From an optimization exercise on the open Yosys and OpenROAD flow, aimed at small area; shortcuts taken in it are not production practice.
Function was checked by simulation only, so behaviour that the tests miss may differ from the original.

[flow/constraint.sdc]
create_clock -name core_clock -period 20.0 [get_ports {clk}]
set_input_delay 4.0000 -clock core_clock [delete_from_list [all_inputs] [get_ports {clk}]]
set_output_delay 4.0000 -clock core_clock [all_outputs]
set_load 0.01 [all_outputs]
[flow/config.mk]
export PLATFORM = sky130hd
export DESIGN_NAME = FemtoRV32
export DESIGN_NICKNAME = FemtoRV32
export VERILOG_FILES = /design/flow/design.v
export SDC_FILE = /design/flow/constraint.sdc
export NUM_CORES = 4
export LEC_CHECK = 0
export CAP_MARGIN = 20
export CORE_MARGIN = 2
export CORE_UTILIZATION = 40
export SLEW_MARGIN = 20
[flow/run.sh]
#!/bin/bash
# synth_recipe.tcl (not shown) runs the flow's synth.tcl, then flattens the netlist and writes it again
# the make line also repeats each setting of config.mk as NAME=value (left out here)
make -C /OpenROAD-flow-scripts/flow DESIGN_CONFIG=/design/flow/config.mk WORK_HOME=/design/flow/orfs CLKGATE_MAP_FILE= SYNTH_SCRIPT=/design/flow/synth_recipe.tcl finish
[flow/design.v]
module FemtoRV32(
   input 	 clk,
   output [31:0] mem_addr,   
   output [31:0] mem_wdata,  
   output [3:0]  mem_wmask,  
   input [31:0]  mem_rdata,  
   output 	 mem_rstrb,  
   input 	 mem_rbusy,  
   input 	 mem_wbusy,  
   input 	 reset       
);
   parameter RESET_ADDR       = 32'h00000000;
   parameter ADDR_WIDTH       = 24;
   reg tee;
 wire [4:0] rdId = instr[11:7];
 (* onehot *)
 wire [7:0] funct3Is = 8'b00000001 << instr[14:12];
 wire [31:0] Uimm = {    instr[31],   instr[30:12], {12{1'b0}}};
 wire [31:0] Iimm = {{21{instr[31]}}, instr[30:20]};
 /*verilator lint_off UNUSED*/  
 wire [31:0] Simm = {{21{instr[31]}}, instr[30:25],instr[11:7]};
 wire [31:0] Bimm = {{20{instr[31]}}, instr[7],instr[30:25],instr[11:8],1'b0};
 wire [31:0] Jimm = {{12{instr[31]}}, instr[19:12],instr[20],instr[30:21],1'b0};
 /*verilator lint_on UNUSED*/
   wire isLoad    =  (instr[6:2] == 5'b00000);  
   wire isALUimm  =  (instr[6:2] == 5'b00100);  
   wire isStore   =  (instr[6:2] == 5'b01000);  
   wire isALUreg  =  (instr[6:2] == 5'b01100);  
   wire isSYSTEM  =  (instr[6:2] == 5'b11100);  
   wire isJAL     =  (instr[6:2] == 5'b11011);  
   wire isJALR    =  (instr[6:2] == 5'b11001);  
   wire isLUI     =  (instr[6:2] == 5'b01101);  
   wire isAUIPC   =  (instr[6:2] == 5'b00101);  
   wire isBranch  =  (instr[6:2] == 5'b11000);  
   wire isTEE     =  (instr[6:2] == 5'b00111);
   wire isALU = isALUimm | isALUreg;
   reg [31:0] rs1;
   reg [31:0] rs2;
   (* no_rw_check *)
   reg [31:0] registerFile [31:0];
   always @(posedge clk) begin
     if (writeBack)
       if (rdId != 0)
         registerFile[rdId] <= writeBackData;
   end
   wire [31:0] aluIn1 = rs1;
   wire [31:0] aluIn2 = isALUreg | isBranch | isTEE ? rs2 : Iimm;
   reg  [31:0] aluReg;        
   reg  [4:0]  aluShamt;      
   wire aluBusy = |aluShamt;  
   wire aluWr;                
   wire [31:0] aluPlus = aluIn1 + aluIn2;
   wire [32:0] aluMinus = {1'b1, ~aluIn2} + {1'b0,aluIn1} + 33'b1;
   wire        LT  = (aluIn1[31] ^ aluIn2[31]) ? aluIn1[31] : aluMinus[32];
   wire        LTU = aluMinus[32];
   wire        EQ  = (aluMinus[31:0] == 0);
   wire [31:0] aluOut =
     (funct3Is[0]  ? instr[30] & instr[5] ? aluMinus[31:0] : aluPlus : 32'b0) |
     (funct3Is[2]  ? {31'b0, LT}                                     : 32'b0) |
     (funct3Is[3]  ? {31'b0, LTU}                                    : 32'b0) |
     (funct3Is[4]  ? aluIn1 ^ aluIn2                                 : 32'b0) |
     (funct3Is[6]  ? aluIn1 | aluIn2                                 : 32'b0) |
     (funct3Is[7]  ? aluIn1 & aluIn2                                 : 32'b0) |
     (funct3IsShift ? aluReg                                         : 32'b0) ;
   wire funct3IsShift = funct3Is[1] | funct3Is[5];
   always @(posedge clk) begin
      if(aluWr) begin
         if (funct3IsShift) begin   
	    aluReg <= aluIn1;
	    aluShamt <= aluIn2[4:0];
	 end
      end
      if (|aluShamt) begin
         aluShamt <= aluShamt - 1;
	 aluReg <= funct3Is[1] ? aluReg << 1 :               
		   {instr[30] & aluReg[31], aluReg[31:1]};   
      end
      if(!reset) aluShamt <= 0;
   end
   wire predicate =
        funct3Is[0] &  EQ  |  
        funct3Is[1] & !EQ  |  
        funct3Is[4] &  LT  |  
        funct3Is[5] & !LT  |  
        funct3Is[6] &  LTU |  
        funct3Is[7] & !LTU ;  
   reg  [ADDR_WIDTH-1:0] PC;  
   reg  [31:2] instr;         
   wire [ADDR_WIDTH-1:0] PCplus4 = PC + 4;
   wire [ADDR_WIDTH-1:0] PCplusImm = PC + ( instr[3] ? Jimm[ADDR_WIDTH-1:0] :
					    instr[4] ? Uimm[ADDR_WIDTH-1:0] :
					               Bimm[ADDR_WIDTH-1:0] );
   wire [ADDR_WIDTH-1:0] loadstore_addr = rs1[ADDR_WIDTH-1:0] +
		   (instr[5] ? Simm[ADDR_WIDTH-1:0] : Iimm[ADDR_WIDTH-1:0]);
   /*verilator lint_off WIDTH*/
   wire mem_address_is_tee;
   assign mem_address_is_tee = loadstore_addr[21] && loadstore_addr[20];  
   assign mem_addr = (state[WAIT_INSTR_bit] | state[FETCH_INSTR_bit]) ?
                  PC :
                  ((mem_address_is_tee && !tee) ? 32'h400004 : loadstore_addr);
   wire [31:0] writeBackData  =
      (isSYSTEM            ? cycles     : 32'b0) |   
      (isLUI               ? Uimm       : 32'b0) |   
      (isALU               ? aluOut     : 32'b0) |   
      (isAUIPC             ? PCplusImm  : 32'b0) |   
      (isJALR   | isJAL    ? PCplus4    : 32'b0) |   
      (isLoad              ? LOAD_data  : 32'b0) ;   
   /*verilator lint_on WIDTH*/
   wire mem_byteAccess     = instr[13:12] == 2'b00;  
   wire mem_halfwordAccess = instr[13:12] == 2'b01;  
   wire LOAD_sign =
	!instr[14] & (mem_byteAccess ? LOAD_byte[7] : LOAD_halfword[15]);
   wire [31:0] LOAD_data =
         mem_byteAccess ? {{24{LOAD_sign}},     LOAD_byte} :
     mem_halfwordAccess ? {{16{LOAD_sign}}, LOAD_halfword} :
                          mem_rdata ;
   wire [15:0] LOAD_halfword =
	       loadstore_addr[1] ? mem_rdata[31:16] : mem_rdata[15:0];
   wire  [7:0] LOAD_byte =
	       loadstore_addr[0] ? LOAD_halfword[15:8] : LOAD_halfword[7:0];
   assign mem_wdata[ 7: 0] = (mem_address_is_tee && !tee)? 8'b0111  : rs2[7:0];
   assign mem_wdata[15: 8] = loadstore_addr[0] ? rs2[7:0]  : rs2[15: 8];
   assign mem_wdata[23:16] = loadstore_addr[1] ? rs2[7:0]  : rs2[23:16];
   assign mem_wdata[31:24] = loadstore_addr[0] ? rs2[7:0]  :
			     loadstore_addr[1] ? rs2[15:8] : rs2[31:24];
   wire [3:0] STORE_wmask =
	      mem_byteAccess      ?
	            (loadstore_addr[1] ?
		          (loadstore_addr[0] ? 4'b1000 : 4'b0100) :
		          (loadstore_addr[0] ? 4'b0010 : 4'b0001)
                    ) :
	      mem_halfwordAccess ?
	            (loadstore_addr[1] ? 4'b1100 : 4'b0011) :
              4'b1111;
   localparam FETCH_INSTR_bit     = 0;
   localparam WAIT_INSTR_bit      = 1;
   localparam EXECUTE_bit         = 2;
   localparam WAIT_ALU_OR_MEM_bit = 3;
   localparam NB_STATES           = 4;
   localparam FETCH_INSTR     = 1 << FETCH_INSTR_bit;
   localparam WAIT_INSTR      = 1 << WAIT_INSTR_bit;
   localparam EXECUTE         = 1 << EXECUTE_bit;
   localparam WAIT_ALU_OR_MEM = 1 << WAIT_ALU_OR_MEM_bit;
   (* onehot *)
   reg [NB_STATES-1:0] state;
   wire writeBack = ~(isBranch | isStore ) &
	            (state[EXECUTE_bit] | state[WAIT_ALU_OR_MEM_bit]);
   assign mem_rstrb = state[EXECUTE_bit] & isLoad | state[FETCH_INSTR_bit];
   assign mem_wmask = {4{state[EXECUTE_bit] & isStore}} & STORE_wmask;
   assign aluWr = state[EXECUTE_bit] & isALU;
   wire jumpToPCplusImm = isJAL | (isBranch & predicate);
   wire needToWait = isLoad | isStore | isALU & funct3IsShift;
   always @(posedge clk) begin
      if(!reset) begin
         state      <= WAIT_ALU_OR_MEM;  
         PC         <= RESET_ADDR[ADDR_WIDTH-1:0];
         tee        <= 0;
      end else
      case(1'b1)
        state[WAIT_INSTR_bit]: begin
           if(!mem_rbusy) begin  
              rs1 <= (mem_rdata[19:15] == 5'd0) ? 32'b0 : registerFile[mem_rdata[19:15]];
              rs2 <= (mem_rdata[24:20] == 5'd0) ? 32'b0 : registerFile[mem_rdata[24:20]];
              instr <= mem_rdata[31:2];  
              state <= EXECUTE;          
              tee <= (mem_rdata == 32'h0000007b) ? 1 : ((mem_rdata == 32'h0000007f) ? 0 : tee);
           end
        end
        state[EXECUTE_bit]: begin
           PC <= isJALR          ? {aluPlus[ADDR_WIDTH-1:1],1'b0} :
                 jumpToPCplusImm ? PCplusImm :
                 PCplus4;
	   state <= isTEE ? FETCH_INSTR : (needToWait ? WAIT_ALU_OR_MEM : FETCH_INSTR);
        end
        state[WAIT_ALU_OR_MEM_bit]: begin
           if(!aluBusy & !mem_rbusy & !mem_wbusy) state <= FETCH_INSTR;
        end
        default: begin  
          state <= WAIT_INSTR;
        end
      endcase
   end
   reg [31:0]  cycles;
   always @(posedge clk) cycles <= !reset ? 0 : cycles + 1;
endmodule
==> run notes <==
-- worst max-delay path: stages, from the launching register on --
cell and delay (ns):
edfxtp_1 0.78, mux2_2 0.44, ha_1 0.28, a21o_1 0.17, a21o_1 0.20, a21oi_1 0.23
o21ai_0 0.15, a31oi_1 0.43, o21ai_0 0.37, a211o_1 0.35, a21oi_1 0.22, xnor2_1 0.17
and3b_1 0.83, nor2_1 0.10, o21ai_0 0.27, clkdlybuf4s50_1 0.59
-- registers in the layout, indices dropped and copies added (netlist names) --
register      flops
rs2              32
cycles           32
state             4
PC               23
rs1              32
tee               1
aluReg           32
registerFile   1024
aluShamt          5
instr            30
-- synth_stat cells (all sizes together) (20+ instances only) --
library cell and number:
a211oi 47, a21o 58, a21oi 181, a221o 20
a221oi 44, a222oi 21, a22o 23, a31oi 53
and2 26, buf 94, clkbuf 246, dfxtp 65
edfxtp 1150, ha 144, inv 138, mux2 89
mux2i 144, mux4 521, nand2 266, nand2b 36
nand3 48, nand4 23, nor2 272, nor2b 29
nor3 48, nor4 32, o211ai 46, o21ai 166
o221ai 45, o22ai 62, o31ai 38, xnor2 88
xor2 50
-- final cells by class --
class                           instances  area [um2]
Clock buffer                          177        3567
Inverter                              139       521.8
Multi-Input combinational cell       2892       28460
Tap cell                             2175        2721
Fill cell                           14191       88850
Clock inverter                         70       767.0
Antenna cell                            5       12.51
Timing Repair Buffer                  235        2031
Sequential cell                      1215       35830
-- kinds of logic (layout without fill, tap and decap cells) --
| kind of cell | after synthesis | count (layout) | synth area share |
|---|---|---|---|
| xor+xnor | 138 | 138 | 0.01844 |
| fa+ha+maj | 148 | 148 | 0.02871 |
| simple gates | 871 | 871 | 0.06220 |
| mux | 754 | 754 | 0.2163 |
| buf+inv | 479 | 621 | 0.02821 |
| compound gates | 941 | 941 | 0.09950 |
| flops | 1215 | 1215 | 0.5466 |
| other cells | 1 | 45 | 0.00005720 |
-- report_power, final --
part	switching (mW)	internal [mW]	total, mW
sequential	0.0486	2.83	2.88
combinational	0.310	0.207	0.517
clock	1.07	1.38	2.45
-- per-layer routing --
layer,up-vias,track usage,wire length (um)
li1,18492,-,-
met4,2,0.1381,13250
met5,-,0,20
met2,3005,0.4319,108000
met3,544,0.05934,26010
met1,23702,0.3873,93440
-- worst paths after layout --
check / startpoint / to / slack, ns / cells past startpoint
worst max-delay path: instr[5]$_DFFE_PP_ / mem_addr[2] / 9.61 / 15
worst max register to register: instr[3]$_DFFE_PP_ / PC[7]$_SDFFE_PN0P_ / 11.89 / 19
worst min-delay path: cycles[0]$_SDFF_PN0_ / cycles[0]$_SDFF_PN0_ / 0.47 / 1
worst min register to register: cycles[0]$_SDFF_PN0_ / cycles[0]$_SDFF_PN0_ / 0.47 / 1
==> flow_metrics.env <==
export IMPL_synth_edff_count=1150
export IMPL_ys_seq_area_frac=0.5466
export IMPL_place_congestion=0.9891
export IMPL_path_max_fanout=31
export IMPL_syn_instance_count=4547
export IMPL_grt_pass1_wl_um=337400
export IMPL_die_x_um=408.8
export IMPL_final_nets=4802
export IMPL_antenna_found_initial=12
export IMPL_max_freq_mhz=96.28
export IMPL_areaGrowthSynthToFinish_pct=12.76
export IMPL_grt_overflow_total=0
export IMPL_hold_slack_ns=0.4749
export IMPL_rsz0062_at_grt="no"
export IMPL_ys_async_sr_fraction=0
export IMPL_required_ns=16.00
export IMPL_relSlewSlack=0.2747
export IMPL_setup_tns_final_ns=0
export IMPL_powerDensity_nw_per_um2=79.09
export IMPL_endpoint_kind="primary output"
export IMPL_placed_cell_area_um2=69570
export IMPL_clk_pin_slew_ns=0.06
export IMPL_synth_avg_cell_area_um2=14.42
export IMPL_cts_tree="done"
export IMPL_grt_use_total=0.2837
export IMPL_ctsHoldBuffers=0
export IMPL_vias_per_cell=6.622
export IMPL_grt_start_max_net_pins=102
export IMPL_std_cell_rows=148
export IMPL_synth_cell_types=88
export IMPL_netlist_area_leader_share=0.5268
export IMPL_dpl_hpwl_um=149600
export IMPL_synth_warnings=1
export IMPL_status="complete, no violations"
export IMPL_first_global_vias=44365
export IMPL_path_class="reg -> out"
export IMPL_final_cell_mix="edfxtp_1 (1,150), mux4_2 (521), nand2_1 (264)"
export IMPL_cts_resized=0
export IMPL_cp_start_kind="register"
export IMPL_start_util=0.4027
export IMPL_final_common_cell="edfxtp_1"
export IMPL_drtPass1Iterations=8
export IMPL_finalCoreUtilization=0.4541
export IMPL_tightest_slew_ns=1.081
export IMPL_vdd_ir_drop_max_v=0.00009345
export IMPL_finalSetupViolCount=0
export IMPL_ys_flop_type="edfxtp_1"
export IMPL_report_final_slew_viol_count=0
export IMPL_maxCapViolations=0
export IMPL_die_h_um=408.8
export IMPL_synth_top_cell_by_area="edfxtp_1"
export IMPL_fin_skew_ns=0.04844
export IMPL_crit_arrival_ns=6.39
export IMPL_synth_seq_cells=1215
export IMPL_drive_gt1_frac=0.2229
export IMPL_dp_cells=6656
export IMPL_cts_buffers=135
export IMPL_cts_max_path_buffers=3
export IMPL_place_ws_ns=10.51
export IMPL_clock_sinks=1215
export IMPL_coreArea_um2=162800
export IMPL_fin_crit_sh=0.5193
export IMPL_p_leak_nw=24.84
export IMPL_final_setup_worst_slack_ns=9.614
export IMPL_fp_dieArea_um2=167100
export IMPL_remaining_drc_errors=0
export IMPL_report_final_hold_viol_count=0
export IMPL_routed_wirelength_um=240800
export IMPL_ctsHtreeMaxLevel=4
export IMPL_cts_root_buf="clkbuf_16"
export IMPL_postLayoutCellArea_um2=73920
export IMPL_drt_iter0_markers=6932
export IMPL_clk_latency_ns=0.78
export IMPL_post_route_min_period_ns=10.39
export IMPL_synth_area_leaders="edfxtp_1 (53%), mux4_2 (18%), ha_1 (2.7%), mux2i_1 (2.2%), dfxtp_1 (2.0%)"
export IMPL_syn_area_um2=65560
export IMPL_ios=105
export IMPL_drtAntennaViolNets=0
export IMPL_port_buffers=96
export IMPL_wl_per_cell_um=34.85
export IMPL_postCtsSetupRepairBufs=0
export IMPL_instances_no_fill=6908
export IMPL_total_power_mw=5.847
export IMPL_hp_class="reg -> reg"
export IMPL_num_vias=45745

## static timing again, ports no longer ideal
Ports are ideal in the flow. The routed layout listed here was re-timed in OpenROAD. Step 1 sets driving cells, clkbuf_16 on the clock port and buf_2 on the other inputs (assumed; they add their load-dependent delay and slew). Step 2, shift: input delay + t, output delay - t, t = (earliest + latest rising clock arrival at the registers) / 2. This alone moves slack from input paths to output paths. Three values: ideal, step 1, step 2; two values: the first two.
shift t [ns]: 0.838
slack for setup (ns): 9.614 / 9.533 / 10.370
clock arrival spread, ns: 0.052 / 0.053
worst slew at a driven data input, ns: 0.12
cell pins on the clock port's net: 1
After both steps setup and hold are still met in this run. For this run, drivers alone change the setup slack by -0.081 ns; drivers and shift together by +0.756 ns.
